From an optimization exercise on the open Yosys and OpenROAD flow, aimed at small area; shortcuts taken in it are not production practice.
At most, simulation tests tie the RTL to the original design; equivalence was not proved.
Function not checked in run 6: the RTL went through the layout flow alone.

--- design/flow/design.v ---
module qoi_decoder(
	input wire[39:0] chunk,
	output reg[2:0] chunk_len_consumed,
	input wire clk,
	input wire rst,
	output reg[7:0] r,
	output reg[7:0] g,
	output reg[7:0] b,
	output reg[7:0] a
);
wire[7:0] chunk0 = chunk[7:0];
wire[7:0] chunk1 = chunk[15:8];
wire[7:0] chunk2 = chunk[23:16];
wire[7:0] chunk3 = chunk[31:24];
wire[7:0] chunk4 = chunk[39:32];
wire[1:0] shortop = chunk0[7:6];
wire is_rgb  = chunk0 == 8'b11111110;
wire is_rgba = chunk0 == 8'b11111111;
wire is_index = shortop == 2'b00;
wire is_diff  = shortop == 2'b01;
wire is_luma  = shortop == 2'b10;
reg[64*26-1:0] store;    
reg[63:0] valid;
reg pend;                
wire[5:0] h = chunk0[5:0];
wire[5:0] hcur = r[5:0] * 6'd3 + g[5:0] * 6'd5 + b[5:0] * 6'd7 + a[5:0] * 6'd11;
wire[63:0] sel = (64'd1 << h) & valid;
reg[25:0] rd;
integer i;
always @* begin
	rd = 26'd0;
	for (i = 0; i < 64; i = i + 1)
		rd = rd | (store[26*i +: 26] & {26{sel[i]}});
end
wire rd_valid = |sel;
wire[7:0] idx_r = rd[25:18];
wire[1:0] idx_gh = rd[17:16];
wire[7:0] idx_b = rd[15:8];
wire[7:0] idx_a = rd[7:0];
wire[5:0] hv = h & {6{rd_valid}};
wire[5:0] idx_gl = hv * 6'd13 + idx_r[5:0] * 6'd25 + idx_b[5:0] * 6'd37 + idx_a[5:0] * 6'd49;
wire bypass = pend && (h == hcur);
wire take_index = is_index && !bypass;
wire[63:0] we = {63'd0, pend} << hcur;
integer j;
always @ (posedge clk) begin
	for (j = 0; j < 64; j = j + 1)
		if (we[j])
			store[26*j +: 26] <= {r, g[7:6], b, a};
	if (rst)
		valid <= 64'd0;
	else
		valid <= valid | we;
	pend <= !rst;
end
wire[7:0] dg_luma = {{2{~chunk0[5]}}, ~chunk0[5], chunk0[4:0]};         
wire[7:0] ddr = {{6{~chunk0[5]}}, ~chunk0[5], chunk0[4]};                
wire[7:0] ddg = {{6{~chunk0[3]}}, ~chunk0[3], chunk0[2]};
wire[7:0] ddb = {{6{~chunk0[1]}}, ~chunk0[1], chunk0[0]};
wire[7:0] lr = {{4{~chunk1[7]}}, ~chunk1[7], chunk1[6:4]};               
wire[7:0] lb = {{4{~chunk1[3]}}, ~chunk1[3], chunk1[2:0]};
reg[7:0] delta_r, delta_g, delta_b;
always @* begin
	if (is_diff) begin
		delta_r = ddr;
		delta_g = ddg;
		delta_b = ddb;
	end else if (is_luma) begin
		delta_r = dg_luma + lr;
		delta_g = dg_luma;
		delta_b = dg_luma + lb;
	end else begin
		delta_r = 8'd0;
		delta_g = 8'd0;
		delta_b = 8'd0;
	end
end
wire[7:0] sum_r = r + delta_r;
wire[7:0] sum_g = g + delta_g;
wire[7:0] sum_b = b + delta_b;
reg[7:0] next_r, next_g, next_b, next_a;
reg[2:0] next_chunk_len_consumed;
reg[5:0] run;
reg[5:0] next_run;
always @* begin
	next_r = sum_r;
	next_g = sum_g;
	next_b = sum_b;
	next_a = a;
	next_run = run;
	next_chunk_len_consumed = 1;
	if (is_rgb) begin
		{next_r, next_g, next_b} = {chunk1, chunk2, chunk3};
		next_chunk_len_consumed = 4;
	end else if (is_rgba) begin
		{next_r, next_g, next_b, next_a} = {chunk1, chunk2, chunk3, chunk4};
		next_chunk_len_consumed = 5;
	end else if (is_index) begin
		if (take_index)
			{next_r, next_g, next_b, next_a} = {idx_r, idx_gh, idx_gl, idx_b, idx_a};
	end else if (is_luma) begin
		next_chunk_len_consumed = 2;
	end else if (!is_diff) begin  
		if (run == 6'b111111)
			next_run = chunk0[5:0];
		else
			next_run = run - 1;
		if (next_run != 0) begin
			next_chunk_len_consumed = 0;
		end else begin
			next_run = 6'b111111;
			next_chunk_len_consumed = 1;
		end
	end
end
always @ (posedge clk) begin
	chunk_len_consumed <= next_chunk_len_consumed;
	{r, g, b, a} <= {next_r, next_g, next_b, next_a};
	run <= next_run;
	if (rst) begin
		chunk_len_consumed <= 0;
		r <= 0;
		g <= 0;
		b <= 0;
		a <= 255;
		run <= 6'b111111;
	end
end
endmodule
--- design/flow/run.sh ---
#!/bin/bash
# synth_recipe.tcl (not shown) runs the flow's synth.tcl, then flattens the netlist and writes it again
# the make line also repeats each setting of config.mk as NAME=value (left out here)
make -C /OpenROAD-flow-scripts/flow DESIGN_CONFIG=/design/flow/config.mk WORK_HOME=/design/flow/orfs CLKGATE_MAP_FILE= SYNTH_SCRIPT=/design/flow/synth_recipe.tcl finish
--- design/flow/config.mk ---
export PLATFORM = sky130hd
export DESIGN_NAME = qoi_decoder
export DESIGN_NICKNAME = qoi_decoder
export VERILOG_FILES = /design/flow/design.v
export SDC_FILE = /design/flow/constraint.sdc
export NUM_CORES = 4
export LEC_CHECK = 0
export CAP_MARGIN = 20
export CORE_MARGIN = 2
export CORE_UTILIZATION = 40
export SLEW_MARGIN = 20
--- design/flow/constraint.sdc ---
create_clock -name core_clock -period 10.0 [get_ports {clk}]
set_input_delay 2.0000 -clock core_clock [delete_from_list [all_inputs] [get_ports {clk}]]
set_output_delay 2.0000 -clock core_clock [all_outputs]
set_load 0.01 [all_outputs]
==> flow_metrics.env, run 1 <==
export IMPL_cts_root_buf="clkbuf_16"
export IMPL_grtUsageTotal_pct=32.22
export IMPL_layout_drive_gt1_share_pct=18.78
export IMPL_cts_max_level=4
export IMPL_synth_area_leaders="edfxtp_1 74%, a22oi_1 3.9%, dfxtp_1 3.1%, a221oi_1 2.2%, a22o_1 2.2%"
export IMPL_grt_overflow_total=0
export IMPL_drtPass1Iterations=7
export IMPL_nFillCells=14008
export IMPL_clock_sinks=1770
export IMPL_core_area_um2=169100
export IMPL_synth_edf_count=1664
export IMPL_crit_path_top_delay_cell="a221oi_1"
export IMPL_rows=151
export IMPL_cts_made_buffers=176
export IMPL_instances_no_fill=6840
export IMPL_crit_path_end_kind="flip-flop"
export IMPL_clk_pin_slew_ns=0.07
export IMPL_cts_tree="built"
export IMPL_fin_crit_sh_pct=97.08
export IMPL_layout_commonest_cell="edfxtp_1"
export IMPL_gp_congestion=0.9843
export IMPL_port_buffers=76
export IMPL_ctsResizeCount=0
export IMPL_drtIter0Drc=9162
export IMPL_start_util_pct=40.18
export IMPL_fmax_ghz=0.1030
export IMPL_synth_cell_types=74
export IMPL_fin_area_um2=80620
export IMPL_critPathMaxFanout=15
export IMPL_die_h_um=416.1
export IMPL_postSynthCellCount=4018
export IMPL_placed_area_um2=74900
export IMPL_syn_area_um2=67940
export IMPL_setup_violations=0
export IMPL_slew_violations=0
export IMPL_fin_nets=4632
export IMPL_ios=77
export IMPL_async_flop_share_pct=0
export IMPL_worstPathRequired_ns=10.78
export IMPL_holdPathStages=1
export IMPL_drt_wl_total_um=284400
export IMPL_whs_ns=0.4679
export IMPL_vias=45998
export IMPL_hpwl_um=179800
export IMPL_critPathArrivalTime_ns=10.49
export IMPL_avgRoutedWirePerCell_um=41.58
export IMPL_postCtsSetupRepairBufs=0
export IMPL_finalHoldViolCount=0
export IMPL_grt_pass1_vias=42712
export IMPL_grt_max_degree=69
export IMPL_area_growth_pct=18.67
export IMPL_seq_area_frac_synth_pct=76.67
export IMPL_max_stage_delay_ns=1.04
export IMPL_placedCellCount=6499
export IMPL_synth_seq_cells=1770
export IMPL_min_path_type="flip-flop to flip-flop"
export IMPL_final_cell_mix="1664 x edfxtp_1, 411 x buf_4, 356 x a22oi_1, 178 x clkbuf_16"
export IMPL_viasPerCell=6.725
export IMPL_drv_cap=0
export IMPL_synth_area_per_cell_um2=16.91
export IMPL_min_period_ns=9.708
export IMPL_slew_headroom_pct=9.387
export IMPL_synth_ff_type="edfxtp_1"
export IMPL_drc=0
export IMPL_cts_buffer_depth=3
export IMPL_regArea_um2=52120
export IMPL_ys_warn_count=1
export IMPL_ant_nets=0
export IMPL_die_w_um=416.1
export IMPL_critPathKind="input port to flip-flop"
export IMPL_fin_util_pct=47.68
export IMPL_grt_pass1_wl_um=377300
export IMPL_synth_top_cell_area_share_pct=73.55
export IMPL_reg2reg_depth=29
export IMPL_synth_net_count=4190
export IMPL_clock_latency_ns=0.85
export IMPL_die_area_um2=173200
export IMPL_finClkSkew_ns=0.05151
export IMPL_start_kind="input port"
export IMPL_status="timing/DRC/antenna clean"
export IMPL_grt_setup_unrepaired="false"
export IMPL_tightest_slew_ns=1.359
export IMPL_hold_buffers=0
export IMPL_multi_input_area_um2=15050
export IMPL_yosys_area_top_type="edfxtp_1"
export IMPL_antenna_found_initial=15
-- Yosys cell counts, types with 6 or more instances --
library cell,instances
or4_1,15
edfxtp_1,1664
nor3_1,25
nand2_1,100
a22oi_1,356
mux2i_1,9
a21oi_1,47
xnor2_1,64
fa_1,46
o21bai_1,9
nor2_1,157
a222oi_1,66
a22o_1,172
nand3_1,72
buf_2,12
ha_1,84
nand2b_1,6
a32oi_1,9
nor4bb_1,6
and3_1,72
nor4b_1,6
a32o_1,10
dfxtp_1,106
xor2_1,17
o21a_1,52
and4_1,7
nand4_1,127
o211ai_1,9
buf_1,22
a21o_1,22
o21ai_0,35
a221oi_1,172
nor2b_1,6
nor4_1,21
clkbuf_1,220
inv_1,96
a211oi_1,22
-- critical path, delay by kind of cell --
family	cells	cell delay, ns
buf+inv	11	1.85
compound gates	4	1.57
xor+xnor	6	1.21
fa+ha+maj	8	2.71
simple gates	4	1.12
-- registers in the layout, summed over array words and instances (netlist names) --
name,flops
a,8
g,8
run,6
chunk_len_consumed,3
b,8
pend,1
r,8
valid,64
store,1664
-- kinds of logic after synthesis --
logic type	after synthesis	synth area share (%)
AO/OA/AOI/OAI	1010	11.86
AND/OR/NAND/NOR	654	5.192
XOR/XNOR	85	1.168
buffers and inverters	359	2.055
flip-flops	1770	76.67
multiplexers	10	0.1492
adder cells (fa/ha/maj)	130	2.902
-- final timing paths --
| check | slack, ns | end | startpoint |
|---|---|---|---|
| worst min-delay path | 0.47 | valid[4] | valid[4] |
| worst max register to register | 2.28 | g[5] | valid[0] |
| worst min register to register | 0.47 | valid[4] | valid[4] |
| worst max-delay path | 0.29 | g[5] | chunk[2] |
-- stage by stage --
| stage | TNS [ns] | setup WS, ns |
|---|---|---|
| finish | 0 | 0.2916 |
| global route | 0 | 0.3251 |
| CTS | 0 | 0.6865 |
| detailed placement | -0.1911 | -0.1911 |
| global placement | -0.3409 | -0.3409 |
| floorplan | 0 | 0.8855 |
-- area by class of cell --
class / count / share of cell area [%]
multi-input combinational: 1889 / 18.66
clock buffer: 228 / 5.894
antenna: 16 / 0.04966
clock inverter: 96 / 1.127
timing repair buffer: 525 / 5.717
sequential: 1770 / 64.65
inverter: 98 / 0.4563
tap: 2218 / 3.442
-- metal layers --
metal	routed length [um]	track usage (%)	vias up
li1	-	-	17407
met1	99700	41.89	23379
met2	123700	48.45	4312
met3	42910	10.45	896
met4	18030	16.35	4
met5	21	0	-
==> inputs of run 2 (changes only) <==
--- a/design/flow/config.mk
+++ b/design/flow/config.mk
@@ -7,5 +7,7 @@
 export LEC_CHECK = 0
-export CAP_MARGIN = 20
+export CAP_MARGIN = 10
 export CORE_MARGIN = 2
-export CORE_UTILIZATION = 40
-export SLEW_MARGIN = 20
+export CORE_UTILIZATION = 60
+export CTS_BUF_LIST = sky130_fd_sc_hd__clkbuf_4 sky130_fd_sc_hd__clkbuf_8
+export CTS_CLUSTER_SIZE = 25
+export SLEW_MARGIN = 10
==> run 2 against run 1 <==
  * Now fails the layout checks on max-capacitance violations
  * Critical path depth stayed put
  * Critical path type unchanged
  * Sequential share of layout area is 0.30 points higher
  * Highest routed layer unchanged
  * Count of clock-buffer cells in the layout is 184 higher
  * Register-to-register slack worse by 0.29 ns
==> flow_metrics.env, run 2 <==
export IMPL_status="complete, but fails checks"
export IMPL_failed_checks="max-capacitance violations"
export IMPL_avgRoutedWirePerCell_um=45.00
export IMPL_critPathArrivalTime_ns=10.58
export IMPL_synth_area_mux_share_pct=0.1492
export IMPL_synth_compound_area_share_pct=11.86
export IMPL_synthAdderAreaFrac_pct=2.902
export IMPL_fin_crit_sh_pct=97.06
export IMPL_ios=77
export IMPL_clock_latency_ns=0.98
export IMPL_ys_warn_count=1
export IMPL_yosys_area_share_simple_pct=5.192
export IMPL_slew_violations=0
export IMPL_synth_xor_area_share_pct=1.168
export IMPL_drt_wl_total_um=286000
export IMPL_clock_sinks=1770
export IMPL_place_ws_ns=-0.3690
export IMPL_cts_root_buf="clkbuf_8"
export IMPL_gp_congestion=1.008
export IMPL_async_flop_share_pct=0
export IMPL_finClkSkew_ns=0.08456
export IMPL_synth_area_leaders="edfxtp_1 74%, a22oi_1 3.9%, dfxtp_1 3.1%, a221oi_1 2.2%, a22o_1 2.2%"
export IMPL_finalHoldViolCount=0
export IMPL_final_cell_mix="1664 x edfxtp_1, 450 x buf_4, 356 x a22oi_1, 307 x clkbuf_8"
export IMPL_antenna_found_initial=22
export IMPL_cts_tree="built"
export IMPL_fin_area_um2=80250
export IMPL_die_w_um=340.5
export IMPL_synth_net_count=4190
export IMPL_drtIter0Drc=10270
export IMPL_ctsResizeCount=0
export IMPL_slew_headroom_pct=0.8455
export IMPL_die_h_um=340.5
export IMPL_min_period_ns=9.706
export IMPL_viasPerCell=7.614
export IMPL_layout_commonest_cell="edfxtp_1"
export IMPL_hold_buffers=0
export IMPL_top_regs="store x1664, valid x64"
export IMPL_core_area_um2=112300
export IMPL_grt_busiest_layer="met2"
export IMPL_grtUsageTotal_pct=49.21
export IMPL_crit_path_end_kind="flip-flop"
export IMPL_grt_util_met1_pct=63.25
export IMPL_setup_ws_ns=0.2938
export IMPL_yosys_area_top_type="edfxtp_1"
export IMPL_synth_area_per_cell_um2=16.91
export IMPL_drv_cap=1
export IMPL_postSynthCellCount=4018
export IMPL_largest_reg_flops=1664
export IMPL_drtPass1Iterations=8
export IMPL_grt_pass1_wl_um=381500
export IMPL_synth_seq_cells=1770
export IMPL_clk_pin_slew_ns=0.06
export IMPL_start_kind="input port"
export IMPL_fmax_ghz=0.1030
export IMPL_drc=0
export IMPL_postCtsSetupRepairBufs=0
export IMPL_placedCellCount=5841
export IMPL_worstPathRequired_ns=10.88
export IMPL_rows=123
export IMPL_synth_cell_types=74
export IMPL_use_met3_pct=21.95
export IMPL_fin_nets=4812
export IMPL_vias=48389
export IMPL_top_register="store"
export IMPL_start_util_pct=60.47
export IMPL_setup_violations=0
export IMPL_critPathKind="input port to flip-flop"
export IMPL_grt_overflow_total=0
export IMPL_synth_most_common_cell="edfxtp_1"
export IMPL_tightest_slew_ns=1.484
export IMPL_seq_area_frac_synth_pct=76.67
export IMPL_instances_no_fill=6355
export IMPL_layout_drive_gt1_share_pct=23.07
export IMPL_grt_pass1_vias=45866
export IMPL_ant_nets=0
export IMPL_syn_area_um2=67940
export IMPL_min_path_type="flip-flop to flip-flop"
export IMPL_fin_util_pct=71.43
export IMPL_port_buffers=76
export IMPL_cts_max_level=5
export IMPL_synth_top_family_by_area="compound AO/OA/AOI/OAI gates"
export IMPL_crit_path_top_delay_cell="a22oi_1"
export IMPL_synth_edf_count=1664
export IMPL_whs_ns=0.4604
export IMPL_synth_ff_type="edfxtp_1"
export IMPL_grt_max_degree=69
export IMPL_max_stage_delay_ns=0.80
export IMPL_hpwl_um=179700
export IMPL_area_growth_pct=18.11
export IMPL_critPathMaxFanout=13
export IMPL_grt_setup_unrepaired="false"
export IMPL_cts_buffer_depth=4
export IMPL_die_area_um2=115900
export IMPL_setup_tns_final_ns=0
export IMPL_synth_top_cell_area_share_pct=73.55
export IMPL_cts_made_buffers=295
export IMPL_met2_usage_pct=69.11
export IMPL_placed_area_um2=74700
export IMPL_synthTopCellsByCount="1664 x edfxtp_1, 356 x a22oi_1, 220 x clkbuf_1, 172 x a221oi_1, 172 x a22o_1"
run 2: final timing paths:
| kind | startpoint | to | slack (ns) | cells after the start |
|---|---|---|---|---|
| worst max-delay path | chunk[4] | g[5] | 0.29 | 33 |
| worst min-delay path | valid[5] | valid[5] | 0.46 | 1 |
| worst max register to register | b[2] | store[1233] | 1.99 | 16 |
| worst min register to register | valid[5] | valid[5] | 0.46 | 1 |
run 2: cells by family after synthesis:
family                   after synthesis
AO/OA/AOI/OAI                       1010
XOR/XNOR                              85
adder cells (fa/ha/maj)              130
buffers and inverters                359
flip-flops                          1770
multiplexers                          10
AND/OR/NAND/NOR                      654
run 2: area by class of cell:
| type | instances | area (um^2) |
|---|---|---|
| diodes | 13 | 32.53 |
| clock inverters | 87 | 461.7 |
| clock buffers | 412 | 5014 |
| flip-flops and latches | 1770 | 52120 |
| inverters | 98 | 369.1 |
| multi-input cells | 1889 | 15030 |
| repair buffers | 586 | 5335 |
| fillers | 7075 | 32100 |
| well taps | 1500 | 1877 |
run 2: per-layer routing:
metal	part of all wire (%)	vias up
met5	0.044	-
met4	7.6	16
met3	18	1230
met2	42	5424
met1	32	23945
li1	-	17774
run 2: worst max-delay path, delay by kind of cell:
family / cells / cell delay (ns)
adder cells (fa/ha/maj): 6 / 2.61
AO/OA/AOI/OAI: 4 / 1.09
buffers and inverters: 11 / 1.74
XOR/XNOR: 6 / 1.27
AND/OR/NAND/NOR: 6 / 1.83
==> inputs of run 3 (changes only) <==
--- a/design/flow/design.v
+++ b/design/flow/design.v
@@ -6,3 +6,3 @@
 	output reg[7:0] r,
-	output reg[7:0] g,
+	output wire[7:0] g,
 	output reg[7:0] b,
@@ -25,12 +25,18 @@
 wire[5:0] h = chunk0[5:0];
-wire[5:0] hcur = r[5:0] * 6'd3 + g[5:0] * 6'd5 + b[5:0] * 6'd7 + a[5:0] * 6'd11;
-wire[63:0] sel = (64'd1 << h) & valid;
-reg[25:0] rd;
+reg[7:0] g_q;
+reg gfix;
+wire[5:0] s_rba = r[5:0] * 6'd3 + b[5:0] * 6'd7 + a[5:0] * 6'd11;
+wire[5:0] g_rec = (g_q[5:0] - s_rba) * 6'd13;
+assign g = {g_q[7:6], gfix ? g_rec : g_q[5:0]};
+wire[5:0] hcur = gfix ? g_q[5:0] : s_rba + g_q[5:0] * 6'd5;
+wire[63:0] sel = 64'd1 << h;
+reg[25:0] rd_raw;
 integer i;
 always @* begin
-	rd = 26'd0;
+	rd_raw = 26'd0;
 	for (i = 0; i < 64; i = i + 1)
-		rd = rd | (store[26*i +: 26] & {26{sel[i]}});
+		rd_raw = rd_raw | (store[26*i +: 26] & {26{sel[i]}});
 end
-wire rd_valid = |sel;
+wire rd_valid = valid[h];
+wire[25:0] rd = rd_raw & {26{rd_valid}};
 wire[7:0] idx_r = rd[25:18];
@@ -40,3 +46,2 @@
 wire[5:0] hv = h & {6{rd_valid}};
-wire[5:0] idx_gl = hv * 6'd13 + idx_r[5:0] * 6'd25 + idx_b[5:0] * 6'd37 + idx_a[5:0] * 6'd49;
 wire bypass = pend && (h == hcur);
@@ -81,2 +86,3 @@
 reg[7:0] next_r, next_g, next_b, next_a;
+reg next_gfix;
 reg[2:0] next_chunk_len_consumed;
@@ -89,2 +95,3 @@
 	next_a = a;
+	next_gfix = 1'b0;
 	next_run = run;
@@ -98,4 +105,8 @@
 	end else if (is_index) begin
-		if (take_index)
-			{next_r, next_g, next_b, next_a} = {idx_r, idx_gh, idx_gl, idx_b, idx_a};
+		if (take_index) begin
+			{next_r, next_g, next_b, next_a} = {idx_r, idx_gh, hv, idx_b, idx_a};
+			next_gfix = 1'b1;
+		end else begin
+			{next_g, next_gfix} = {g_q, gfix};
+		end
 	end else if (is_luma) begin
@@ -103,2 +114,3 @@
 	end else if (!is_diff) begin  
+		{next_g, next_gfix} = {g_q, gfix};
 		if (run == 6'b111111)
@@ -117,3 +129,4 @@
 	chunk_len_consumed <= next_chunk_len_consumed;
-	{r, g, b, a} <= {next_r, next_g, next_b, next_a};
+	{r, g_q, b, a} <= {next_r, next_g, next_b, next_a};
+	gfix <= next_gfix;
 	run <= next_run;
@@ -122,3 +135,4 @@
 		r <= 0;
-		g <= 0;
+		g_q <= 0;
+		gfix <= 0;
 		b <= 0;
==> design/flow/config.mk (replaced) <==
export PLATFORM = sky130hd
export DESIGN_NAME = qoi_decoder
export DESIGN_NICKNAME = qoi_decoder
export VERILOG_FILES = /design/flow/design.v
export SDC_FILE = /design/flow/constraint.sdc
export NUM_CORES = 4
export LEC_CHECK = 0
export CAP_MARGIN = 20
export CORE_MARGIN = 2
export CORE_UTILIZATION = 55
export CTS_BUF_LIST = sky130_fd_sc_hd__clkbuf_8
export CTS_CLUSTER_DIAMETER = 50
export CTS_CLUSTER_SIZE = 16
export SLEW_MARGIN = 20
==> run 3 against run 2 <==
  * Now clean on timing, DRC and antenna
  * Register-to-register slack got worse by 0.38 ns
  * Worst hold slack gained 0.0093 ns
  * Via count shrank 4.5%
  * Count of clock-buffer cells in the layout is 253 lower
  * Non-clock buffer count fell by 283
  * Area after synthesis shrank 0.58%
  * Routed wire length up 1.5%
==> flow_metrics.env, run 3 <==
export IMPL_status="timing/DRC/antenna clean"
export IMPL_die_area_um2=125600
export IMPL_final_cell_mix="1664 x edfxtp_1, 736 x a22oi_1, 330 x nand2_1, 213 x buf_4, 159 x clkbuf_8"
export IMPL_cts_tree="built"
export IMPL_grtUsageTotal_pct=45.99
export IMPL_port_buffers=76
export IMPL_holdPathEnd="valid[19]"
export IMPL_critPathMaxFanout=3
export IMPL_largest_reg_flops=1664
export IMPL_reg2reg_depth=22
export IMPL_drv_cap=0
export IMPL_area_growth_pct=12.14
export IMPL_postCtsSetupRepairBufs=0
export IMPL_synth_net_count=4251
export IMPL_ctsResizeCount=0
export IMPL_critPathKind="flip-flop to output pin"
export IMPL_ff2ff_setup_slack_ns=1.61
export IMPL_setup_ws_ns=0.5803
export IMPL_viasPerCell=7.554
export IMPL_min_path_type="flip-flop to flip-flop"
export IMPL_grt_pass1_wl_um=380500
export IMPL_hpwl_um=178400
export IMPL_drt_wl_total_um=290400
export IMPL_setup_violations=0
export IMPL_grt_pass1_vias=41907
export IMPL_fin_nets=4511
export IMPL_worstReg2RegEnd="store[1306]"
export IMPL_rows=128
export IMPL_synth_most_common_cell="edfxtp_1"
export IMPL_crit_path_frequent_cell="fa_1"
export IMPL_crit_path_end_kind="output pin"
export IMPL_yosys_area_top_type="edfxtp_1"
export IMPL_synth_top_cell_area_share_pct=73.98
export IMPL_grt_overflow_total=0
export IMPL_core_area_um2=121900
export IMPL_cts_buffer_depth=3
export IMPL_synth_cell_types=72
export IMPL_slew_headroom_pct=14.21
export IMPL_synth_area_leaders="edfxtp_1 74%, a22oi_1 8.2%, dfxtp_1 3.2%, nand2_1 1.8%, ha_1 1.4%"
export IMPL_crit_chain="fa_1, inv_1, fa_1, inv_1, fa_1, inv_1, fa_1, inv_1, ha_1, fa_1, xor2_1, inv_1, ha_1, xnor2_1, fa_1, fa_1, xnor2_1, xnor2_1, xnor2_1, xnor2_1, xnor2_1, mux2i_1, clkdlybuf4s50_1"
export IMPL_synth_area_per_cell_um2=16.45
export IMPL_critPathArrivalTime_ns=7.42
export IMPL_async_flop_share_pct=0
export IMPL_syn_area_um2=67540
export IMPL_grt_max_degree=74
export IMPL_worstPathRequired_ns=8.00
export IMPL_start_kind="flip-flop"
export IMPL_drtPass1Iterations=7
export IMPL_layout_drive_gt1_share_pct=14.89
export IMPL_regArea_um2=52150
export IMPL_hold_buffers=0
export IMPL_fin_crit_sh_pct=94.20
export IMPL_crit_family="adder cells"
export IMPL_layout_commonest_cell="edfxtp_1"
export IMPL_min_period_ns=9.420
export IMPL_clock_latency_ns=0.96
export IMPL_synth_seq_cells=1771
export IMPL_seq_area_frac_synth_pct=77.15
export IMPL_drtIter0Drc=10089
export IMPL_cp_buffers_inverters=6
export IMPL_setup_tns_final_ns=0
export IMPL_cts_made_buffers=157
export IMPL_avgRoutedWirePerCell_um=47.49
export IMPL_die_h_um=354.4
export IMPL_slew_violations=0
export IMPL_hp_start="valid[19]"
export IMPL_finalHoldViolCount=0
export IMPL_ant_nets=0
export IMPL_holdPathStages=1
export IMPL_synthTopCellsByCount="1664 x edfxtp_1, 736 x a22oi_1, 330 x nand2_1, 166 x nor2_1, 164 x clkbuf_1"
export IMPL_timing_rr_start="b[0]"
export IMPL_multi_input_area_um2=15390
export IMPL_crit_path_top_delay_cell="clkdlybuf4s50_1"
export IMPL_postSynthCellCount=4105
export IMPL_top_register="store"
export IMPL_ios=77
export IMPL_grt_setup_unrepaired="false"
export IMPL_ys_warn_count=1
export IMPL_cts_max_level=4
export IMPL_top_regs="store x1664, valid x64"
export IMPL_clock_sinks=1771
export IMPL_fmax_ghz=0.1062
export IMPL_max_stage_delay_ns=0.59
export IMPL_clk_pin_slew_ns=0.08
export IMPL_antenna_found_initial=17
export IMPL_finClkSkew_ns=0.06667
export IMPL_vias=46193
export IMPL_place_ws_ns=1.493
export IMPL_synth_edf_count=1664
export IMPL_synth_ff_type="edfxtp_1"
export IMPL_tightest_slew_ns=1.275
export IMPL_die_w_um=354.4
export IMPL_nFillCells=9011
export IMPL_gp_congestion=0.9488
export IMPL_drc=0
export IMPL_cts_root_buf="clkbuf_8"
export IMPL_start_util_pct=55.42
## run 3: cell count changes in the layout (fill, tap and decap cells not counted), sizes merged, moves of 25 or more
cell    delta
a221oi   -107
a222oi    -66
a22o     -113
a22oi    +380
and3      -65
buf      -284
clkbuf   -251
clkinv    -30
nand2    +230
nand3     -52
nand4     -34
nor3      +32
nor4      +25
## run 3: area by class of cell
cell class	count	share of cell area [%]
tap	1625	2.684
clock buffer	159	2.889
antenna	11	0.03634
sequential	1771	68.85
inverter	55	0.2726
timing repair buffer	303	3.439
clock inverter	114	1.513
multi-input combinational	2077	20.32
## run 3: worst max-delay path by stage
stage	slack, ns	end	startpoint	cells past startpoint
after floorplan	1.57	g[5]	r[1]	20
after global placement	1.46	g[5]	b[0]	23
after detailed placement	1.49	g[5]	b[0]	23
after CTS	0.47	g[5]	b[0]	23
after global routing	0.18	g[5]	b[0]	23
final	0.58	g[5]	b[0]	23
## run 3: logic make-up after synthesis
kind of cell / count (synthesis) / synth area share [%]
XOR/XNOR: 61 / 0.8336
adder cells (fa/ha/maj): 104 / 2.249
buffers and inverters: 257 / 1.530
AND/OR/NAND/NOR: 791 / 5.516
flip-flops: 1771 / 77.15
multiplexers: 34 / 0.5872
AO/OA/AOI/OAI: 1087 / 12.14
## run 3: metrics by stage
step | std cells | utilization [%] | hold slack (ns) | instance area, um^2
detailed placement | 5829 | 59.37 | 0.4518 | 72360
global route | 6105 | 62.13 | 0.4845 | 75720
global placement | 5828 | 59.36 | 0.4415 | 72350
CTS | 6102 | 62.10 | 0.4701 | 75690
floorplan | 4105 | - | 0.4330 | 67540
finish | 6115 | 62.15 | 0.4697 | 75750
## run 3: layer usage
metal	routed length [um]	track usage (%)
met2	122400	65.97
met3	49030	17.08
met4	20800	25.18
met1	98020	61.17
met5	114	0
==> inputs of run 4 (changes only) <==
--- a/design/flow/config.mk
+++ b/design/flow/config.mk
@@ -10,5 +10,5 @@
 export CORE_UTILIZATION = 55
-export CTS_BUF_LIST = sky130_fd_sc_hd__clkbuf_8
-export CTS_CLUSTER_DIAMETER = 50
-export CTS_CLUSTER_SIZE = 16
+export CTS_BUF_LIST = sky130_fd_sc_hd__clkbuf_16
+export CTS_CLUSTER_DIAMETER = 80
+export CTS_CLUSTER_SIZE = 25
 export SLEW_MARGIN = 20
==> run 4 against run 3 <==
  * Cell area shrank 0.89%
  * Critical path depth unchanged
  * Area after synthesis is the same
  * Global-route usage shrank 0.33 points
  * Sequential cell count unchanged
  * Synthesized cell count unchanged
  * Setup slack improved by 0.22 ns
  * Non-clock buffer count unchanged
  * Largest cell class unchanged
==> flow_metrics.env, run 4 <==
export IMPL_area_growth_pct=11.14
export IMPL_synth_most_common_cell="edfxtp_1"
export IMPL_drtIter0Drc=9976
export IMPL_fin_nets=4441
export IMPL_crit_chain="fa_1, inv_1, fa_1, inv_1, fa_1, inv_1, fa_1, inv_1, ha_1, fa_1, xor2_1, inv_1, ha_1, xnor2_1, fa_1, fa_1, xnor2_1, xnor2_1, xnor2_1, xnor2_1, xnor2_1, mux2i_1, clkdlybuf4s50_1"
export IMPL_crit_path_end_kind="output pin"
export IMPL_largest_reg_flops=1664
export IMPL_grt_pass1_wl_um=378500
export IMPL_synth_cell_types=72
export IMPL_max_stage_delay_ns=0.59
export IMPL_synthTopCellsByCount="1664 x edfxtp_1, 736 x a22oi_1, 330 x nand2_1, 166 x nor2_1, 164 x clkbuf_1"
export IMPL_synth_seq_cells=1771
export IMPL_worstPathRequired_ns=8.00
export IMPL_synth_area_per_cell_um2=16.45
export IMPL_cts_tree="built"
export IMPL_grt_max_degree=74
export IMPL_cts_max_level=3
export IMPL_grt_pass1_vias=41244
export IMPL_layout_commonest_cell="edfxtp_1"
export IMPL_ys_warn_count=1
export IMPL_slew_violations=0
export IMPL_critPathArrivalTime_ns=7.20
export IMPL_rows=128
export IMPL_final_cell_mix="1664 x edfxtp_1, 736 x a22oi_1, 330 x nand2_1, 213 x buf_4, 128 x nor2_4"
export IMPL_setup_tns_final_ns=0
export IMPL_fmax_ghz=0.1087
export IMPL_die_h_um=354.4
export IMPL_layout_drive_gt1_share_pct=12.23
export IMPL_grt_setup_unrepaired="false"
export IMPL_top_register="store"
export IMPL_yosys_area_top_type="edfxtp_1"
export IMPL_synth_net_count=4251
export IMPL_drv_cap=0
export IMPL_synth_area_leaders="edfxtp_1 74%, a22oi_1 8.2%, dfxtp_1 3.2%, nand2_1 1.8%, ha_1 1.4%"
export IMPL_avgRoutedWirePerCell_um=48.34
export IMPL_cts_root_buf="clkbuf_16"
export IMPL_regArea_um2=52150
export IMPL_vias=45763
export IMPL_grt_overflow_total=0
export IMPL_crit_path_frequent_cell="fa_1"
export IMPL_clock_sinks=1771
export IMPL_finalHoldViolCount=0
export IMPL_setup_ws_ns=0.7985
export IMPL_syn_area_um2=67540
export IMPL_min_path_type="flip-flop to flip-flop"
export IMPL_port_buffers=76
export IMPL_gp_congestion=0.9488
export IMPL_min_period_ns=9.202
export IMPL_hold_buffers=0
export IMPL_slew_headroom_pct=12.45
export IMPL_die_w_um=354.4
export IMPL_synth_top_cell_area_share_pct=73.98
export IMPL_clk_pin_slew_ns=0.08
export IMPL_core_area_um2=121900
export IMPL_finClkSkew_ns=0.05160
export IMPL_cts_buffer_depth=3
export IMPL_crit_path_top_delay_cell="clkdlybuf4s50_1"
export IMPL_start_util_pct=55.42
export IMPL_cts_made_buffers=87
export IMPL_start_kind="flip-flop"
export IMPL_clock_latency_ns=0.74
export IMPL_drc=0
export IMPL_synth_edf_count=1664
export IMPL_place_ws_ns=1.493
export IMPL_postCtsSetupRepairBufs=0
export IMPL_die_area_um2=125600
export IMPL_multi_input_area_um2=15390
export IMPL_async_flop_share_pct=0
export IMPL_ctsResizeCount=0
export IMPL_ios=77
export IMPL_ant_nets=0
export IMPL_fin_crit_sh_pct=92.02
export IMPL_tightest_slew_ns=1.310
export IMPL_hpwl_um=178400
export IMPL_seq_area_frac_synth_pct=77.15
export IMPL_drt_wl_total_um=288900
export IMPL_grtUsageTotal_pct=45.66
export IMPL_synth_ff_type="edfxtp_1"
export IMPL_antenna_found_initial=11
export IMPL_critPathKind="flip-flop to output pin"
export IMPL_critPathMaxFanout=3
export IMPL_postSynthCellCount=4105
export IMPL_drtPass1Iterations=6
export IMPL_setup_violations=0
export IMPL_viasPerCell=7.658
export IMPL_status="timing/DRC/antenna clean"
export IMPL_nFillCells=8993
export IMPL_top_regs="store x1664, valid x64"
==> run 4: path summary, 6_finish.rpt <==
kind | from | cells past startpoint | end | slack [ns]
max reg2reg | b[0] | 22 | store[1300] | 1.56
min reg2reg | valid[19] | 1 | valid[19] | 0.47
max | b[0] | 23 | g[5] | 0.80
min | valid[19] | 1 | valid[19] | 0.47
==> run 4: worst max-delay path: cells and delay by family, from the launching register on <==
kind | cells | cell delay [ns]
xor+xnor | 7 | 1.29
fa+ha+maj | 9 | 3.78
buf+inv | 6 | 0.87
flops | 1 | 0.34
mux | 1 | 0.24
==> run 4: cell type report <==
type	instances	share of cell area [%]
inverter	55	0.2750
sequential	1771	69.47
multi-input combinational	2077	20.50
clock buffer	92	3.067
tap	1625	2.708
clock inverter	44	0.4800
timing repair buffer	303	3.470
antenna	9	0.03000
==> run 4: logic make-up after synthesis <==
kind of cell               count (synthesis)  synth area share (%)
AOI/OAI and AO/OA                       1087                 12.14
xor gates and xnor gates                  61                0.8336
adders and majority gates                104                 2.249
buffers and inverters                    257                 1.530
DFF                                     1771                 77.15
muxes                                     34                0.5872
and+or+nand+nor                          791                 5.516
==> run 4: layer usage <==
layer	track usage, %	part of all wire, %	vias up
li1	-	-	16930
met1	61.02	34	23156
met3	16.46	17	882
met5	0	0.028	-
met4	23.36	6.7	14
met2	66.32	43	4781
==> run 4: metrics by stage <==
step	cell area [um^2]	util, %	instances	hold WS (ns)
after global placement	72350	59.36	5828	0.4415
final	75070	61.59	5976	0.4685
after global routing	75050	61.58	5967	0.4898
after floorplan	67540	-	4105	0.4330
after CTS	75020	61.55	5965	0.4695
after detailed placement	72360	59.37	5829	0.4518
==> inputs of run 5 (changes only) <==
==> design/flow/flow/run.sh (new file) <==
#!/bin/bash
# Standard ORFS layout (the standard.sh, unchanged synthesis), with:
#  - clock tree: clkbuf_16 leaf clusters of up to 25 sinks, no dummy loads
#  - power recovery (downsizing gates on paths with slack) after global route
#  - buf_1 as the port buffer cell
# Each tool's full output goes to standard.log here; ORFS's per-step logs are
# under orfs/logs/.
set -euo pipefail
export CTS_ARGS="-sink_clustering_enable -repair_clock_nets -buf_list sky130_fd_sc_hd__clkbuf_16 -sink_clustering_size 25 -sink_clustering_max_diameter 80 -dont_use_dummy_load"
export RECOVER_POWER=100
export BUFFER_PORTS_ARGS="-buffer_cell sky130_fd_sc_hd__buf_1"
bash standard.sh > standard.log 2>&1
==> design/flow/standard.sh (new file) <==
#!/bin/bash
# synth_recipe.tcl (not shown) runs the flow's synth.tcl, then flattens the netlist and writes it again
# the make line also repeats each setting of config.mk as NAME=value (left out here)
make -C /OpenROAD-flow-scripts/flow DESIGN_CONFIG=/design/flow/config.mk WORK_HOME=/design/flow/orfs CLKGATE_MAP_FILE= SYNTH_SCRIPT=/design/flow/synth_recipe.tcl "${@:-finish}"
removed: design/flow/run.sh
==> run 5 against run 4 <==
  * Now fails the layout checks on max-capacitance violations, max-slew violations
  * First-iteration DRC count down 1.8%
  * Clock skew up 0.048 ns
  * Sequential share of layout area up 1.6 points
  * Critical endpoint is now a[1]
  * Largest cell class unchanged
==> flow_metrics.env, run 5 <==
export IMPL_critPathArrivalTime_ns=10.11
export IMPL_fin_crit_sh_pct=95.80
export IMPL_worstPathRequired_ns=10.53
export IMPL_hp_start="valid[35]"
export IMPL_whs_ns=0.4660
export IMPL_clk_pin_slew_ns=0.09
export IMPL_cts_root_buf="clkbuf_16"
export IMPL_yosys_area_share_simple_pct=5.516
export IMPL_clock_sinks=1771
export IMPL_tightest_slew_ns=4.707
export IMPL_finClkSkew_ns=0.09969
export IMPL_viasPerCell=7.641
export IMPL_critPathMaxFanout=29
export IMPL_final_cell_mix="1664 x edfxtp_1, 736 x a22oi_1, 330 x nand2_1, 110 x buf_4, 106 x dfxtp_1"
export IMPL_reg2reg_depth=19
export IMPL_slew_headroom_pct=-213.8
export IMPL_vias=45182
export IMPL_ctsResizeCount=0
export IMPL_grt_max_degree=71
export IMPL_synth_top_cell_area_share_pct=73.98
export IMPL_finalHoldViolCount=0
export IMPL_synthTopCellsByCount="1664 x edfxtp_1, 736 x a22oi_1, 330 x nand2_1, 166 x nor2_1, 164 x clkbuf_1"
export IMPL_rows=128
export IMPL_synth_compound_area_share_pct=12.14
export IMPL_grt_pass1_wl_um=377700
export IMPL_critPathKind="input port to flip-flop"
export IMPL_top_register="store"
export IMPL_clock_latency_ns=0.76
export IMPL_synth_seq_cells=1771
export IMPL_holdPathStages=1
export IMPL_fin_nets=4427
export IMPL_grt_pass1_vias=41552
export IMPL_ys_warn_count=1
export IMPL_die_area_um2=125600
export IMPL_postSynthCellCount=4105
export IMPL_die_h_um=354.4
export IMPL_syn_area_um2=67540
export IMPL_largest_reg_flops=1664
export IMPL_drt_wl_total_um=288000
export IMPL_seq_area_frac_synth_pct=77.15
export IMPL_cts_made_buffers=87
export IMPL_gp_congestion=0.9594
export IMPL_instances_no_fill=5913
export IMPL_layout_commonest_cell="edfxtp_1"
export IMPL_die_w_um=354.4
export IMPL_synth_top_family_by_area="compound AO/OA/AOI/OAI gates"
export IMPL_synth_edf_count=1664
export IMPL_worstReg2RegEnd="store[50]"
export IMPL_synth_net_count=4251
export IMPL_hold_buffers=0
export IMPL_start_kind="input port"
export IMPL_cts_max_level=3
export IMPL_crit_path_end_kind="flip-flop"
export IMPL_nFillCells=9165
export IMPL_cts_buffer_depth=3
export IMPL_setup_violations=0
export IMPL_ff2ff_setup_slack_ns=0.48
export IMPL_grt_overflow_total=0
export IMPL_layout_drive_gt1_share_pct=8.437
export IMPL_area_growth_pct=8.564
export IMPL_grtUsageTotal_pct=45.55
export IMPL_core_area_um2=121900
export IMPL_holdPathEnd="valid[35]"
export IMPL_timing_rr_start="r[1]"
export IMPL_grt_setup_unrepaired="false"
export IMPL_antenna_found_initial=15
export IMPL_drv_cap=71
export IMPL_port_buffers=76
export IMPL_avgRoutedWirePerCell_um=48.71
export IMPL_drtPass1Iterations=8
export IMPL_min_period_ns=9.580
export IMPL_synth_cell_types=72
export IMPL_synth_most_common_cell="edfxtp_1"
export IMPL_yosys_area_top_type="edfxtp_1"
export IMPL_slew_violations=2281
export IMPL_synthAdderAreaFrac_pct=2.249
export IMPL_start_util_pct=55.42
export IMPL_async_flop_share_pct=0
export IMPL_synth_area_mux_share_pct=0.5872
export IMPL_fmax_ghz=0.1044
export IMPL_drtIter0Drc=9799
export IMPL_synth_area_leaders="edfxtp_1 74%, a22oi_1 8.2%, dfxtp_1 3.2%, nand2_1 1.8%, ha_1 1.4%"
export IMPL_placedCellCount=5815
export IMPL_synth_xor_area_share_pct=0.8336
export IMPL_failed_checks="max-capacitance violations, max-slew violations"
export IMPL_postCtsSetupRepairBufs=0
export IMPL_status="complete, but fails checks"
export IMPL_top_regs="store x1664, valid x64"
export IMPL_min_path_type="flip-flop to flip-flop"
export IMPL_ios=77
export IMPL_synth_ff_type="edfxtp_1"
export IMPL_drc=0
export IMPL_hpwl_um=179100
export IMPL_cts_tree="built"
export IMPL_setup_tns_final_ns=0
export IMPL_synth_area_per_cell_um2=16.45
export IMPL_ant_nets=0
run 5: cell types whose count changed in the layout (fill, tap and decap cells not counted), moves of 23 or more:
cell | previous run | this run
inv_1 | 76 | 53
dfxtp_2 | 24 | 1
nor2_4 | 128 | 88
dfxtp_1 | 80 | 106
nor2_1 | 38 | 74
clkbuf_2 | 0 | 31
clkdlybuf4s50_1 | 74 | 0
buf_1 | 0 | 67
clkbuf_1 | 0 | 71
buf_4 | 213 | 110
run 5: cell type report:
class                   instances  area (um^2)  area share, %
diodes                          9        22.52        0.03071
inverters                      55        206.4         0.2815
multi-input cells            2077        15090          20.58
flip-flops and latches       1771        52110          71.06
repair buffers                289         1689          2.303
well taps                    1625         2033          2.773
clock buffers                  87         2177          2.969
run 5: worst max-delay path by stage:
stage,slack [ns],start,cells past startpoint,end
global route,0.45,b[1],22,store[118]
finish,0.42,chunk[1],11,a[1]
CTS,1.16,b[0],23,g[5]
global placement,1.84,b[0],23,g[5]
floorplan,1.57,r[1],20,g[5]
detailed placement,1.88,b[0],21,store[30]
run 5: critical path, stage by stage:
cell and delay, ns:
clkbuf_1 0.83, clkbuf_1 1.27, nand4_1 0.71, nor2_1 0.43, clkbuf_1 2.39, a22oi_1 1.04, nand2_1 0.29, nor4_1 0.10
nand4_1 0.15, a221oi_1 0.19, a21oi_1 0.68
run 5: kinds of logic (layout without fill, tap and decap cells):
family	Yosys count	count (layout)
flip-flops	1771	1771
buffers and inverters	257	431
AND/OR/NAND/NOR	791	791
XOR/XNOR	61	61
AO/OA/AOI/OAI	1087	1087
other	0	9
multiplexers	34	34
adder cells (fa/ha/maj)	104	104
run 5: metrics by stage:
stage	setup WS, ns	area, um^2	util (%)
4_1_cts	1.162	74000	60.72
3_5_place_dp	1.881	71830	58.93
5_1_grt	0.4541	73310	60.15
6_report	0.4200	73330	60.17
2_1_floorplan	1.573	67540	-
3_3_place_gp	1.840	71670	58.80
run 5: per-layer routing:
| layer | wire (um) | vias to the layer above | global-route usage (%) | share of wire, % |
|---|---|---|---|---|
| li1 | - | 16829 | - | - |
| met4 | 20020 | 12 | 25.42 | 7.0 |
| met2 | 121400 | 4639 | 64.73 | 42 |
| met1 | 96620 | 22798 | 60.52 | 34 |
| met5 | 134 | - | 0.2264 | 0.047 |
| met3 | 49810 | 904 | 17.45 | 17 |
==> inputs of run 6 (changes only) <==
==> design/flow/design.v (replaced) <==
module qoi_decoder(
	input wire[39:0] chunk,
	output reg[2:0] chunk_len_consumed,
	input wire clk,
	input wire rst,
	output reg[7:0] r,
	output reg[7:0] g,
	output reg[7:0] b,
	output reg[7:0] a
);
wire[7:0] chunk0 = chunk[7:0];
wire[7:0] chunk1 = chunk[15:8];
wire[7:0] chunk2 = chunk[23:16];
wire[7:0] chunk3 = chunk[31:24];
wire[7:0] chunk4 = chunk[39:32];
wire[1:0] shortop = chunk0[7:6];
reg[7:0] next_r;
reg[7:0] next_g;
reg[7:0] next_b;
reg[7:0] next_a;
reg[2:0] next_chunk_len_consumed;
reg[31:0] index[63:0];
wire[5:0] index_pos = next_r * 3 + next_g * 5 + next_b * 7 + next_a * 11;
wire signed[1:0] vr = chunk0[5:4] - 2;
wire signed[1:0] vg = chunk0[3:2] - 2;
wire signed[1:0] vb = chunk0[1:0] - 2;
wire signed[5:0] luma = chunk0[5:0] - 32;
wire signed[3:0] luma_r = chunk1[7:4] - 8;
wire signed[3:0] luma_b = chunk1[3:0] - 8;
reg[5:0] run;
reg[5:0] next_run;
integer i;
always @ * begin
	next_r = r;
	next_g = g;
	next_b = b;
	next_a = a;
	next_run = run;
	if (chunk0 == 8'b11111110  ) begin
		{next_r, next_g, next_b} = {chunk1, chunk2, chunk3};
		next_chunk_len_consumed = 4;
	end else if (chunk0 == 8'b11111111  ) begin
		{next_r, next_g, next_b, next_a} = {chunk1, chunk2, chunk3, chunk4};
		next_chunk_len_consumed = 5;
	end else if (shortop == 2'b00        ) begin
		{next_r, next_g, next_b, next_a} = index[chunk0[5:0]];
		next_chunk_len_consumed = 1;
	end else if (shortop == 2'b01        ) begin
		next_r = $signed(r) + vr;
		next_g = $signed(g) + vg;
		next_b = $signed(b) + vb;
		next_chunk_len_consumed = 1;
	end else if (shortop == 2'b10        ) begin
		next_r = $signed(r) + luma + luma_r;
		next_g = $signed(g) + luma;
		next_b = $signed(b) + luma + luma_b;
		next_chunk_len_consumed = 2;
	end else begin  
		if (run == 'b111111) begin  
			next_run = chunk0[5:0];
		end else begin
			next_run = run - 1;
		end
		if (next_run > 0) begin
			next_chunk_len_consumed = 0;
		end else begin
			next_run = 'b111111;
			next_chunk_len_consumed = 1;
		end
	end
end
always @ (posedge clk) begin
	chunk_len_consumed <= next_chunk_len_consumed;
	{r, g, b, a} <= {next_r, next_g, next_b, next_a};
	index[index_pos] <= {next_r, next_g, next_b, next_a};
	run <= next_run;
	if (rst) begin
		chunk_len_consumed <= 0;
		r <= 0;
		g <= 0;
		b <= 0;
		a <= 255;
		for (i = 0; i < 64; i = i + 1)
			index[i] <= 0;
		run <= 'b111111;
	end
end
endmodule
==> design/flow/run.sh (new file) <==
#!/bin/bash
# synth_recipe.tcl (not shown) runs the flow's synth.tcl, then flattens the netlist and writes it again
# the make line also repeats each setting of config.mk as NAME=value (left out here)
make -C /OpenROAD-flow-scripts/flow DESIGN_CONFIG=/design/flow/config.mk WORK_HOME=/design/flow/orfs CLKGATE_MAP_FILE= SYNTH_SCRIPT=/design/flow/synth_recipe.tcl finish
--- a/design/flow/config.mk
+++ b/design/flow/config.mk
@@ -9,6 +9,3 @@
 export CORE_MARGIN = 2
-export CORE_UTILIZATION = 55
-export CTS_BUF_LIST = sky130_fd_sc_hd__clkbuf_16
-export CTS_CLUSTER_DIAMETER = 80
-export CTS_CLUSTER_SIZE = 25
+export CORE_UTILIZATION = 40
 export SLEW_MARGIN = 20
removed: design/flow/flow/run.sh
removed: design/flow/standard.sh
==> run 6 against run 5 <==
  * Now clean on timing, DRC and antenna
  * First-iteration DRC count grew 7.6%
  * Count of clock-buffer cells in the layout grew 222
  * Global-route usage shrank 18 points
  * Routed wire length grew 24%
  * Sequential cell count grew 318
  * Synthesized cell count grew to 2.5 times the previous value
  * Cell area grew 58%
  * Critical endpoint is now index[60][7]
  * Highest routed layer unchanged
==> flow_metrics.env, run 6 <==
export IMPL_synthTopCellsByCount="2089 x dfxtp_1, 1589 x a21oi_1, 1214 x o21ai_0, 1050 x nand3_1, 761 x clkbuf_1"
export IMPL_grt_setup_unrepaired="false"
export IMPL_synth_edf_count=0
export IMPL_drtIter0Drc=10541
export IMPL_slew_headroom_pct=12.64
export IMPL_critPathMaxFanout=30
export IMPL_timing_rr_start="b[1]"
export IMPL_ios=77
export IMPL_die_h_um=500.5
export IMPL_seq_area_frac_synth_pct=42.41
export IMPL_grt_max_degree=216
export IMPL_antenna_found_initial=15
export IMPL_async_flop_share_pct=0
export IMPL_use_met3_pct=5.901
export IMPL_hold_buffers=0
export IMPL_synth_area_leaders="dfxtp_1 42%, mux4_2 14%, a21oi_1 8.1%, o21ai_0 6.2%, nand3_1 5.3%"
export IMPL_drtPass1Iterations=8
export IMPL_max_stage_delay_ns=0.55
export IMPL_layout_commonest_cell="dfxtp_1"
export IMPL_nFillCells=22264
export IMPL_core_area_um2=245500
export IMPL_tightest_slew_ns=1.310
export IMPL_synth_ff_type="dfxtp_1"
export IMPL_synth_most_common_cell="dfxtp_1"
export IMPL_grt_pass1_vias=83197
export IMPL_whs_ns=0.4555
export IMPL_grt_util_met1_pct=37.07
export IMPL_cts_buffer_depth=3
export IMPL_avgRoutedWirePerCell_um=26.45
export IMPL_area_growth_pct=17.38
export IMPL_start_kind="input port"
export IMPL_vias=86511
export IMPL_min_path_type="flip-flop to flip-flop"
export IMPL_min_period_ns=9.434
export IMPL_die_area_um2=250500
export IMPL_cts_tree="built"
export IMPL_gp_congestion=0.9211
export IMPL_drc=0
export IMPL_fin_crit_sh_pct=94.34
export IMPL_final_cell_mix="2089 x dfxtp_1, 1585 x a21oi_1, 1133 x o21ai_0, 1049 x nand3_1, 600 x mux4_2"
export IMPL_critPathArrivalTime_ns=10.12
export IMPL_port_buffers=76
export IMPL_grtUsageTotal_pct=27.54
export IMPL_status="timing/DRC/antenna clean"
export IMPL_synth_seq_cells=2089
export IMPL_fmax_ghz=0.1060
export IMPL_drv_cap=0
export IMPL_synth_cell_types=81
export IMPL_crit_path_end_kind="flip-flop"
export IMPL_grt_busiest_layer="met2"
export IMPL_synth_area_per_cell_um2=9.583
export IMPL_synth_top_cell_area_share_pct=42.41
export IMPL_grt_pass1_wl_um=536000
export IMPL_finClkSkew_ns=0.06265
export IMPL_start_util_pct=40.17
export IMPL_crit_path_frequent_cell="fa_1"
export IMPL_clk_pin_slew_ns=0.06
export IMPL_crit_path_start="chunk[0]"
export IMPL_postCtsSetupRepairBufs=0
export IMPL_syn_area_um2=98600
export IMPL_ant_nets=0
export IMPL_setup_violations=0
export IMPL_worstPathRequired_ns=10.69
export IMPL_critPathKind="input port to flip-flop"
export IMPL_setup_tns_final_ns=0
export IMPL_largest_reg_flops=2048
export IMPL_synth_net_count=10441
export IMPL_layout_drive_gt1_share_pct=21.02
export IMPL_grt_overflow_total=0
export IMPL_ctsResizeCount=0
export IMPL_ys_warn_count=1
export IMPL_clock_latency_ns=0.90
export IMPL_postSynthCellCount=10289
export IMPL_slew_violations=0
export IMPL_met2_usage_pct=42.41
export IMPL_yosys_area_top_type="dfxtp_1"
export IMPL_hpwl_um=229000
export IMPL_die_w_um=500.5
export IMPL_hp_start="index[22][31]"
export IMPL_rows=182
export IMPL_clock_sinks=2089
export IMPL_top_register="index"
export IMPL_cts_made_buffers=210
export IMPL_viasPerCell=6.398
export IMPL_finalHoldViolCount=0
export IMPL_cts_max_level=4
export IMPL_cts_root_buf="clkbuf_16"
export IMPL_fin_nets=10273
export IMPL_drt_wl_total_um=357600
export IMPL_crit_path_top_delay_cell="fa_1"
-- run 6: kinds of logic after synthesis --
family,after synthesis,synth area share (%)
AO/OA/AOI/OAI,3670,21.19
XOR/XNOR,61,0.5926
adder cells (fa/ha/maj),110,1.723
buffers and inverters,1418,7.164
flip-flops,2089,42.41
multiplexers,921,17.05
AND/OR/NAND/NOR,2020,9.865
-- run 6: worst paths after layout --
kind                        end  slack [ns]  cells after the start
setup / recovery   index[60][7]        0.57                     31
hold reg to reg   index[22][31]        0.46                      2
setup reg to reg   index[60][7]        1.66                     30
hold / removal    index[22][31]        0.46                      2
-- run 6: final cells by class --
| type | count | area, um^2 | share of cell area (%) |
|---|---|---|---|
| clock inverter | 77 | 1015 | 0.8767 |
| inverter | 97 | 379.1 | 0.3275 |
| timing repair buffer | 941 | 11820 | 10.21 |
| sequential | 2089 | 41820 | 36.13 |
| antenna | 6 | 15.01 | 0.01297 |
| clock buffer | 309 | 6188 | 5.347 |
| multi-input combinational | 6782 | 50470 | 43.61 |
| tap | 3220 | 4029 | 3.481 |
-- run 6: stage by stage --
stage               instance area, um^2  utilization (%)  cells  worst slack (ns)
floorplan                         99180                -  10289           -0.2883
global placement                 108500            44.21  13129           -0.1127
detailed placement               108500            44.21  13129           -0.1382
CTS                              115700            47.14  13515            0.7546
global route                     115700            47.14  13516            0.3773
finish                           115700            47.15  13521            0.5661
-- run 6: routing by layer --
layer  vias up  wire (um)
met5         -         39
met1     43060     143300
li1      37758          -
met2      4743     161000
met4         6      17060
met3       944      36220
-- run 6: critical path, delay by kind of cell --
family	cells	cell delay [ns]
AO/OA/AOI/OAI	9	1.73
XOR/XNOR	5	1.24
adder cells (fa/ha/maj)	6	2.83
buffers and inverters	10	1.84
multiplexers	1	0.34

==> separate check: timing with driven ports <==
The results above use ideal ports. As a check the final layouts listed here were re-extracted and re-timed, cells and wires unchanged.
Step 1 sets driving cells, clkbuf_16 on the clock port and buf_2 on the other inputs (assumed; they add their load-dependent delay and slew).
Step 2, shift: input delay + t, output delay - t, t = (earliest + latest rising clock arrival at the registers) / 2. This alone moves slack from input paths to output paths.
a / b / c = no drivers / after step 1 / after step 2; a / b = the first two.
run	t, ns	setup WS [ns]	worst setup path at the end	latest minus earliest clock arrival (ns)
run 1	0.916	0.292 / 0.345 / -0.572	input to register	0.053 / 0.053
run 2	1.017	0.294 / 0.336 / -0.681	input to register	0.092 / 0.092
run 3	1.008	0.580 / 0.496 / 1.504	register to output	0.076 / 0.076
run 4	0.796	0.798 / 0.713 / 1.509	register to output	0.054 / 0.054
run 5	0.790	0.420 / 0.471 / -0.319	input to register	0.099 / 0.099
run 6	0.968	0.566 / 0.613 / -0.354	input to register	0.063 / 0.063
The setup slack of run 2, which loses most, moves by +0.042 ns with the drivers and by -0.975 ns with both steps.
